This design comes from an exercise in tuning for small area and a short achievable clock period on the open sky130 flow, not from production work.
For this run, only the layout was checked, not whether the RTL still works.

===== flow/design.v =====
`timescale 1ns / 1ps
module window_buffer (
    input clk,
    input rst,
    input in_en,
    input signed [15:0] in_i,
    input signed [15:0] in_q,
    output reg signed [15:0] out_i0, output reg signed [15:0] out_q0,
    output reg signed [15:0] out_i1, output reg signed [15:0] out_q1,
    output reg signed [15:0] out_i2, output reg signed [15:0] out_q2,
    output reg signed [15:0] out_i3, output reg signed [15:0] out_q3,
    output reg signed [15:0] out_i4, output reg signed [15:0] out_q4,
    output reg signed [15:0] out_i5, output reg signed [15:0] out_q5,
    output reg signed [15:0] out_i6, output reg signed [15:0] out_q6,
    output reg signed [15:0] out_i7, output reg signed [15:0] out_q7,
    output reg signed [15:0] out_i8, output reg signed [15:0] out_q8,
    output reg signed [15:0] out_i9, output reg signed [15:0] out_q9,
    output reg signed [15:0] out_i10, output reg signed [15:0] out_q10,
    output reg signed [15:0] out_i11, output reg signed [15:0] out_q11,
    output reg signed [15:0] out_i12, output reg signed [15:0] out_q12,
    output reg signed [15:0] out_i13, output reg signed [15:0] out_q13,
    output reg signed [15:0] out_i14, output reg signed [15:0] out_q14,
    output reg signed [15:0] out_i15, output reg signed [15:0] out_q15
);
    always @(posedge clk) begin
        if (rst) begin
            out_i0 <= 0;  out_q0 <= 0;
            out_i1 <= 0;  out_q1 <= 0;
            out_i2 <= 0;  out_q2 <= 0;
            out_i3 <= 0;  out_q3 <= 0;
            out_i4 <= 0;  out_q4 <= 0;
            out_i5 <= 0;  out_q5 <= 0;
            out_i6 <= 0;  out_q6 <= 0;
            out_i7 <= 0;  out_q7 <= 0;
            out_i8 <= 0;  out_q8 <= 0;
            out_i9 <= 0;  out_q9 <= 0;
            out_i10 <= 0; out_q10 <= 0;
            out_i11 <= 0; out_q11 <= 0;
            out_i12 <= 0; out_q12 <= 0;
            out_i13 <= 0; out_q13 <= 0;
            out_i14 <= 0; out_q14 <= 0;
            out_i15 <= 0; out_q15 <= 0;
        end else if (in_en) begin
            out_i0  <= out_i1;   out_q0  <= out_q1;
            out_i1  <= out_i2;   out_q1  <= out_q2;
            out_i2  <= out_i3;   out_q2  <= out_q3;
            out_i3  <= out_i4;   out_q3  <= out_q4;
            out_i4  <= out_i5;   out_q4  <= out_q5;
            out_i5  <= out_i6;   out_q5  <= out_q6;
            out_i6  <= out_i7;   out_q6  <= out_q7;
            out_i7  <= out_i8;   out_q7  <= out_q8;
            out_i8  <= out_i9;   out_q8  <= out_q9;
            out_i9  <= out_i10;  out_q9  <= out_q10;
            out_i10 <= out_i11;  out_q10 <= out_q11;
            out_i11 <= out_i12;  out_q11 <= out_q12;
            out_i12 <= out_i13;  out_q12 <= out_q13;
            out_i13 <= out_i14;  out_q13 <= out_q14;
            out_i14 <= out_i15;  out_q14 <= out_q15;
            out_i15 <= in_i;     out_q15 <= in_q;    
        end
    end
endmodule
`timescale 1ns / 1ps
module uw_match_score (
    input clk,
    input rst,
    input in_en,
    input [31:0] uw_pattern,   
    input signed [15:0] i0, input signed [15:0] q0,
    input signed [15:0] i1, input signed [15:0] q1,
    input signed [15:0] i2, input signed [15:0] q2,
    input signed [15:0] i3, input signed [15:0] q3,
    input signed [15:0] i4, input signed [15:0] q4,
    input signed [15:0] i5, input signed [15:0] q5,
    input signed [15:0] i6, input signed [15:0] q6,
    input signed [15:0] i7, input signed [15:0] q7,
    input signed [15:0] i8, input signed [15:0] q8,
    input signed [15:0] i9, input signed [15:0] q9,
    input signed [15:0] i10, input signed [15:0] q10,
    input signed [15:0] i11, input signed [15:0] q11,
    input signed [15:0] i12, input signed [15:0] q12,
    input signed [15:0] i13, input signed [15:0] q13,
    input signed [15:0] i14, input signed [15:0] q14,
    input signed [15:0] i15, input signed [15:0] q15,
    output reg [1:0] best_rot,
    output reg [5:0] score   
);
    reg [31:0] rot_sym[0:3];      
    reg [5:0]  rot_score[0:3];    
    reg signed [15:0] i_tmp, q_tmp;
    reg [1:0] sym;
    reg i_sign, q_sign;
    integer i, j;
    always @(posedge clk) begin
        if (rst) begin
            best_rot <= 2'd0;
            score    <= 5'd0;
        end else if (in_en) begin
            for (j = 0; j < 4; j = j + 1)
                rot_sym[j] = 32'd0;
            for (i = 0; i < 16; i = i + 1) begin
                case (i)
                    0:  begin i_tmp = i0;  q_tmp = q0;  end
                    1:  begin i_tmp = i1;  q_tmp = q1;  end
                    2:  begin i_tmp = i2;  q_tmp = q2;  end
                    3:  begin i_tmp = i3;  q_tmp = q3;  end
                    4:  begin i_tmp = i4;  q_tmp = q4;  end
                    5:  begin i_tmp = i5;  q_tmp = q5;  end
                    6:  begin i_tmp = i6;  q_tmp = q6;  end
                    7:  begin i_tmp = i7;  q_tmp = q7;  end
                    8:  begin i_tmp = i8;  q_tmp = q8;  end
                    9:  begin i_tmp = i9;  q_tmp = q9;  end
                    10: begin i_tmp = i10; q_tmp = q10; end
                    11: begin i_tmp = i11; q_tmp = q11; end
                    12: begin i_tmp = i12; q_tmp = q12; end
                    13: begin i_tmp = i13; q_tmp = q13; end
                    14: begin i_tmp = i14; q_tmp = q14; end
                    15: begin i_tmp = i15; q_tmp = q15; end
                endcase
                i_sign = ~i_tmp[15];
                q_sign = ~q_tmp[15];
                sym = {q_sign, i_sign};
                rot_sym[0][(31 - 2*i) -: 2] = sym;
                sym = {i_sign, ~q_sign};
                rot_sym[1][(31 - 2*i) -: 2] = sym;
                sym = {~q_sign, ~i_sign};
                rot_sym[2][(31 - 2*i) -: 2] = sym;
                sym = {~i_sign, q_sign};
                rot_sym[3][(31 - 2*i) -: 2] = sym;
            end
            for (j = 0; j < 4; j = j + 1) begin
                rot_score[j] = 0;
                for (i = 0; i < 32; i = i + 1)
                    if (rot_sym[j][i] == uw_pattern[i])
                        rot_score[j] = rot_score[j] + 1;
            end
            if (rot_score[0] >= rot_score[1] &&
                rot_score[0] >= rot_score[2] &&
                rot_score[0] >= rot_score[3]) begin
                best_rot <= 2'd0;
                score    <= rot_score[0];
            end else if (rot_score[1] >= rot_score[2] &&
                         rot_score[1] >= rot_score[3]) begin
                best_rot <= 2'd1;
                score    <= rot_score[1];
            end else if (rot_score[2] >= rot_score[3]) begin
                best_rot <= 2'd2;
                score    <= rot_score[2];
            end else begin
                best_rot <= 2'd3;
                score    <= rot_score[3];
            end
        end
    end
endmodule
`timescale 1ns / 1ps
module phase_corrector (
    input wire [1:0] best_rot,            
    input wire signed [15:0] i_in,        
    input wire signed [15:0] q_in,        
    output reg signed [15:0] i_out,       
    output reg signed [15:0] q_out        
);
    always @(*) begin
        case (best_rot)
            2'b00: begin
                i_out = i_in;
                q_out = q_in;
            end
            2'b01: begin
                i_out = -q_in;
                q_out = i_in;
            end
            2'b10: begin
                i_out = -i_in;
                q_out = -q_in;
            end
            2'b11: begin
                i_out = q_in;
                q_out = -i_in;
            end
            default: begin
                i_out = i_in;
                q_out = q_in;
            end
        endcase
    end
endmodule
`timescale 1ns / 1ps
module uw_phase_resolver (
    input clk,
    input rst,
    input [31:0] uw_pattern,                 
    output [13:0] mem_addr,                  
    input signed [15:0] rd_i,                
    input signed [15:0] rd_q,                
    output wr_en,
    output [13:0] wr_addr,
    output signed [15:0] wr_i,
    output signed [15:0] wr_q,
    output reg [1:0] best_rot,               
    output reg [13:0] match_index,           
    output reg valid                         
);
    parameter TOTAL_SAMPLES = 16384;
    parameter UW_LEN = 16;
    reg [1:0] state;
    localparam SCAN_UW = 2'd0,
               HOLD    = 2'd1,
               ROTATE  = 2'd2,
               DONE    = 2'd3;
    reg [14:0] bram_addr;
    wire signed [15:0] i_data = rd_i;
    wire signed [15:0] q_data = rd_q;
    reg window_en;
    reg rot_en;
    reg [5:0] max_score;
    reg [13:0] best_index;
    wire signed [15:0] i_rot, q_rot;
    assign mem_addr = bram_addr[13:0];
    assign wr_en    = rot_en;
    assign wr_addr  = bram_addr[13:0] - 14'd1;    
    assign wr_i     = i_rot;
    assign wr_q     = q_rot;
    wire signed [15:0] i_sym0, i_sym1, i_sym2, i_sym3;
    wire signed [15:0] i_sym4, i_sym5, i_sym6, i_sym7;
    wire signed [15:0] i_sym8, i_sym9, i_sym10, i_sym11;
    wire signed [15:0] i_sym12, i_sym13, i_sym14, i_sym15;
    wire signed [15:0] q_sym0, q_sym1, q_sym2, q_sym3;
    wire signed [15:0] q_sym4, q_sym5, q_sym6, q_sym7;
    wire signed [15:0] q_sym8, q_sym9, q_sym10, q_sym11;
    wire signed [15:0] q_sym12, q_sym13, q_sym14, q_sym15;
    window_buffer buffer_inst (
        .clk(clk),
        .rst(rst),
        .in_en(window_en),
        .in_i(i_data),
        .in_q(q_data),
        .out_i0(i_sym0), .out_q0(q_sym0),
        .out_i1(i_sym1), .out_q1(q_sym1),
        .out_i2(i_sym2), .out_q2(q_sym2),
        .out_i3(i_sym3), .out_q3(q_sym3),
        .out_i4(i_sym4), .out_q4(q_sym4),
        .out_i5(i_sym5), .out_q5(q_sym5),
        .out_i6(i_sym6), .out_q6(q_sym6),
        .out_i7(i_sym7), .out_q7(q_sym7),
        .out_i8(i_sym8), .out_q8(q_sym8),
        .out_i9(i_sym9), .out_q9(q_sym9),
        .out_i10(i_sym10), .out_q10(q_sym10),
        .out_i11(i_sym11), .out_q11(q_sym11),
        .out_i12(i_sym12), .out_q12(q_sym12),
        .out_i13(i_sym13), .out_q13(q_sym13),
        .out_i14(i_sym14), .out_q14(q_sym14),
        .out_i15(i_sym15), .out_q15(q_sym15)
    );
    wire [1:0] match_rot;
    wire [5:0] match_score;
    uw_match_score scorer (
        .clk(clk),
        .rst(rst),
        .in_en(window_en),
        .uw_pattern(uw_pattern),
        .i0(i_sym0),   .q0(q_sym0),
        .i1(i_sym1),   .q1(q_sym1),
        .i2(i_sym2),   .q2(q_sym2),
        .i3(i_sym3),   .q3(q_sym3),
        .i4(i_sym4),   .q4(q_sym4),
        .i5(i_sym5),   .q5(q_sym5),
        .i6(i_sym6),   .q6(q_sym6),
        .i7(i_sym7),   .q7(q_sym7),
        .i8(i_sym8),   .q8(q_sym8),
        .i9(i_sym9),   .q9(q_sym9),
        .i10(i_sym10), .q10(q_sym10),
        .i11(i_sym11), .q11(q_sym11),
        .i12(i_sym12), .q12(q_sym12),
        .i13(i_sym13), .q13(q_sym13),
        .i14(i_sym14), .q14(q_sym14),
        .i15(i_sym15), .q15(q_sym15),
        .best_rot(match_rot),
        .score(match_score)
    );
    phase_corrector pc_inst (
        .best_rot(best_rot),
        .i_in(i_data),
        .q_in(q_data),
        .i_out(i_rot),
        .q_out(q_rot)
    );
    always @(posedge clk) begin
        if (rst) begin
            state       <= SCAN_UW;
            bram_addr   <= 0;
            window_en   <= 0;
            rot_en      <= 0;
            valid       <= 0;
            best_rot    <= 0;
            max_score   <= 0;
            match_index <= 0;
            best_index  <= 0;
        end else begin
            case (state)
                SCAN_UW: begin
                    window_en <= 1;
                    if (bram_addr < TOTAL_SAMPLES) begin
                        bram_addr <= bram_addr + 1;
                        if (match_score > max_score) begin
                            max_score   <= match_score;
                            best_index  <= bram_addr - UW_LEN - 2;
                            best_rot    <= match_rot;
                        end
                    end else begin
                        window_en   <= 0;
                        match_index <= best_index;
                        valid       <= 1;
                        bram_addr   <= 0;
                        state       <= ROTATE;
                    end
                end
                ROTATE: begin
                    rot_en <= 1;
                    if (bram_addr < TOTAL_SAMPLES) begin
                        bram_addr <= bram_addr + 1;
                    end else begin
                        rot_en <= 0;
                        state  <= DONE;
                    end
                end
                DONE: begin
                    rot_en <= 0;
                end
            endcase
        end
    end
endmodule

===== flow/run.sh =====
#!/bin/bash
# synth_recipe.tcl (not shown) runs the flow's synth.tcl, then flattens the netlist and writes it again
# the make line also repeats each setting of config.mk as NAME=value (left out here)
make -C /OpenROAD-flow-scripts/flow DESIGN_CONFIG=/design/flow/config.mk WORK_HOME=/design/flow/orfs CLKGATE_MAP_FILE= SYNTH_SCRIPT=/design/flow/synth_recipe.tcl finish

===== flow/config.mk =====
export PLATFORM = sky130hd
export DESIGN_NAME = uw_phase_resolver
export DESIGN_NICKNAME = uw_phase_resolver
export VERILOG_FILES = /design/flow/design.v
export SDC_FILE = /design/flow/constraint.sdc
export NUM_CORES = 4
export LEC_CHECK = 0
export CAP_MARGIN = 20
export CORE_MARGIN = 2
export CORE_UTILIZATION = 40
export PLACE_DENSITY = 0.6
export SLEW_MARGIN = 20

===== flow/constraint.sdc =====
create_clock -name core_clock -period 28.0 [get_ports {clk}]
set_input_delay 5.6000 -clock core_clock [delete_from_list [all_inputs] [get_ports {clk}]]
set_output_delay 5.6000 -clock core_clock [all_outputs]
set_load 0.01 [all_outputs]

==> results.txt <==
- DP Cell Count: about 4700
- Crit. End Element: flop
- Syn nets: 4031
- Yosys warns: 6
- GPL Wtd Cong: 0.898
- PostCTS Resize Cnt: 0
- Worst slew margin: 30.3%
- Pins over their slew limit: 0
- Global-route wire length before repair: 128000 um
- Chip width: 266 um
- Synth Cell Area: about 28000 um2
- Largest net degree at the start of global routing: 100
- Final worst slack: 1.83 ns
- Seq cells post-synth: 96
- Clock buffer depth: 2
- Worst hold slack: approximately 0.45 ns
- Data required time at the worst endpoint: 28.27 ns
- Vias in the first global route: 24400
- Worst hold path cell count: 2
- Max stage delay on crit path: 0.86 ns
- Sum Neg Setup Slack: 0 ns
- CP Class: primary input to flop
- Core area: 68300 um2
- Primary FF master, synth: dfxtp_1
- WL final: roughly 80000 um
- Critical Path Fanout Max: 12
- Fin crit share: between 90 and 100%
- Crit path DAT: about 26 ns
- RSZ-0062 raised after global routing: no
- Clock latency on the worst-skew pair: 0.38 ns
- Avg Synthesized Cell Area: a little over 7 um2
- I/O pin count: 144
- Final Util: between 40% and 50%
- Clk sinks: 96
- Yosys top cell by area: xnor2_1
- Number of I/O port buffers: approximately 140
- Reg2Reg Depth: 90
- Final Setup Violations: 0
- Cell mode on critical path: ha_1
- Status: no timing/DRC/antenna violations
- Final Hold Fails: 0
- GR Util All Layers: between 20 and 25%
- FF-to-FF Start: buffer_inst.out_q15[15]
- # Max-Cap Violations: 0
- Post-synth EDFFs: 0
- Largest cells by area after synthesis: xnor2_1, ha_1, dfxtp_1
- Iteration-0 DRC Markers: 1974
- HPWL Detailed: around 64000 um
- Hold Path Class: flop to flop
- Vias: between 20000 and 30000
- Dpl ws: 1.81 ns
- Fmax: 38.2 MHz
- Vias/cell: 5.69
- DR pass1 iterations: 6
- Ys async rst share: 0%
- Initial core utilization: 40.3%
- Initial antenna violation count: 2
- Cells after synthesis: between 3000 and 4000
- Crit start category: primary input
- Die area: 71000 um2
- Remaining Overflow, GRT: 0
- DRC viols: 0
- Clock Skew: approximately 0.013 ns
- Finished Layout Cells: 4714
- CTS Buf Count: 9
- Number of routed nets with antenna violations: 0
- Design area: 30100 um2
- Register area share after synthesis: around 7%
- Critical path's slowest cell: xnor2_1
- Clock Tree Root: clkbuf_16
- Hold Path Sink: match_index[6]
- Setup Fix Bufs, Post-CTS: 0
- Layout area overhead: 9.05%
- Min-delay src: best_index[6]
- Post-synth top area share: approximately 13%
- DIE HEIGHT: 266 um
- Nets@finish: 4062
- Drt wl/cell: 16.7 um
- CTS Hold Buffers Added: 0
- DP Area: 29700 um2
- R2R Path End: scorer.score[2]
- Worst-Margin Slew: around 1.0 ns
- H-tree levels: 3
- Std cell rows: 96
- CTS tree: done
- Final Critical Period: approximately 26 ns
- Reg-to-reg slack, setup: 7.15 ns
- Layout cells sized above 1: 6.01%
- Netlist cell types: 111
- Clock Pin Slew Worst Setup and Hold Paths: 0.08 ns
kinds of logic after synthesis:
| family | synth area share (%) |
|---|---|
| compound gates | 22.1 |
| flops | 6.97 |
| simple gates | 24.3 |
| fa+ha+maj | 7.87 |
| buf+inv | 4.76 |
| xor+xnor | 28.1 |
| mux | 5.80 |
how the worst max path moves through the flow:
stage | slack [ns] | end | from
3_3_place_gp | 2.25 | scorer.score[2] | uw_pattern[2]
2_1_floorplan | 4.97 | scorer.score[2] | uw_pattern[0]
6_report | 1.83 | scorer.score[2] | uw_pattern[2]
3_5_place_dp | 1.81 | scorer.score[2] | uw_pattern[2]
4_1_cts | 2.12 | scorer.score[2] | uw_pattern[2]
5_1_grt | 0.05 | scorer.score[2] | uw_pattern[2]
worst max-delay path, delay by kind of cell:
family / cells / cell delay (ns)
AOI/OAI and AO/OA: 25 / 6.43
xor gates and xnor gates: 11 / 3.14
adders and majority gates: 14 / 4.20
buffers and inverters: 4 / 1.09
muxes: 5 / 0.91
and+or+nand+nor: 30 / 5.04
state kept, by name, indices dropped and copies added, names as in the netlist, 2 cells and up:
register and count:
state 2, match_index 14, scorer.score 6, max_score 6, scorer.best_rot 2, bram_addr 15
best_rot 2, best_index 14
cells in the mapped netlist, types with 28 or more instances:
library cell  instances
nand3_1             113
nand4_1              34
dfxtp_1              96
a211oi_1             67
or3_1                43
a21oi_1             237
nor4_1               32
nor2_1              440
and2_1               39
clkbuf_1            119
nand2b_1             32
xor2_1              171
o22ai_1              29
nand2_1             446
xnor3_1              54
nor3_1              129
o31ai_1              32
o211ai_1             46
inv_1               127
mux2i_1             118
and3_1               28
o21ai_0             170
xnor2_1             407
a31oi_1              61
xnor2_2              31
ha_1                171
metal layers:
metal / vias to the layer above / global-route usage, % / share of wire, %
met1: 12500 / 29.6 / 48
met4: 0 / 4.15 / 1.6
met2: 502 / 37.2 / 47
li1: 13800 / - / -
met5: - / 0 / 0
met3: 66 / 1.73 / 3.5
final cells by class:
type / count / area (um2)
repair buffers: 199 / 1850
well taps: 882 / 1100
clock buffers: 10 / 229
multi-input cells: 3383 / 24300
clock inverters: 6 / 75.1
inverters: 136 / 510
flip-flops and latches: 96 / 1930
diodes: 2 / 5.00
fillers: 7090 / 38300
cell usage in the layout, fill, tap and decap left out, types with 43 or more instances in the layout:
cell             count
nor3_1             128
nand3_1            113
xnor2_1            406
o211ai_1            46
dfxtp_1             93
inv_1              127
ha_1               171
or3_1               43
clkdlybuf4s50_1    142
a211oi_1            67
xnor3_1             54
o21ai_0            170
a31oi_1             61
buf_4               57
mux2i_1            118
xor2_1             171
nand2_1            446
nor2_1             440
a21oi_1            237

[afterwards: timing with drivers on the ports]
Ports are ideal in the flow. The routed layout listed here was re-timed in OpenROAD.
Step 1, drivers: a clkbuf_16 drives clk and a buf_2 each remaining input, both assumed.
Step 2 adds t to the input delays and takes it off the output delays; t is the mean of the earliest and latest rising clock arrival at the registers after step 1. Input paths then give back, and output paths get back, about the clock's delay inside the block.
Three values: ideal, step 1, step 2; two values: the first two.
t (ns): 0.425
slack for setup (ns): 1.830 / 1.859 / 1.434
clock arrival spread, ns: 0.014 / 0.013
worst register clock-pin slew, ns: 0.08 / 0.08
pins driven straight from the clock port: 1
After both steps setup and hold are still met in this run. The setup slack of this run moves by +0.029 ns with the drivers and by -0.396 ns with both steps.
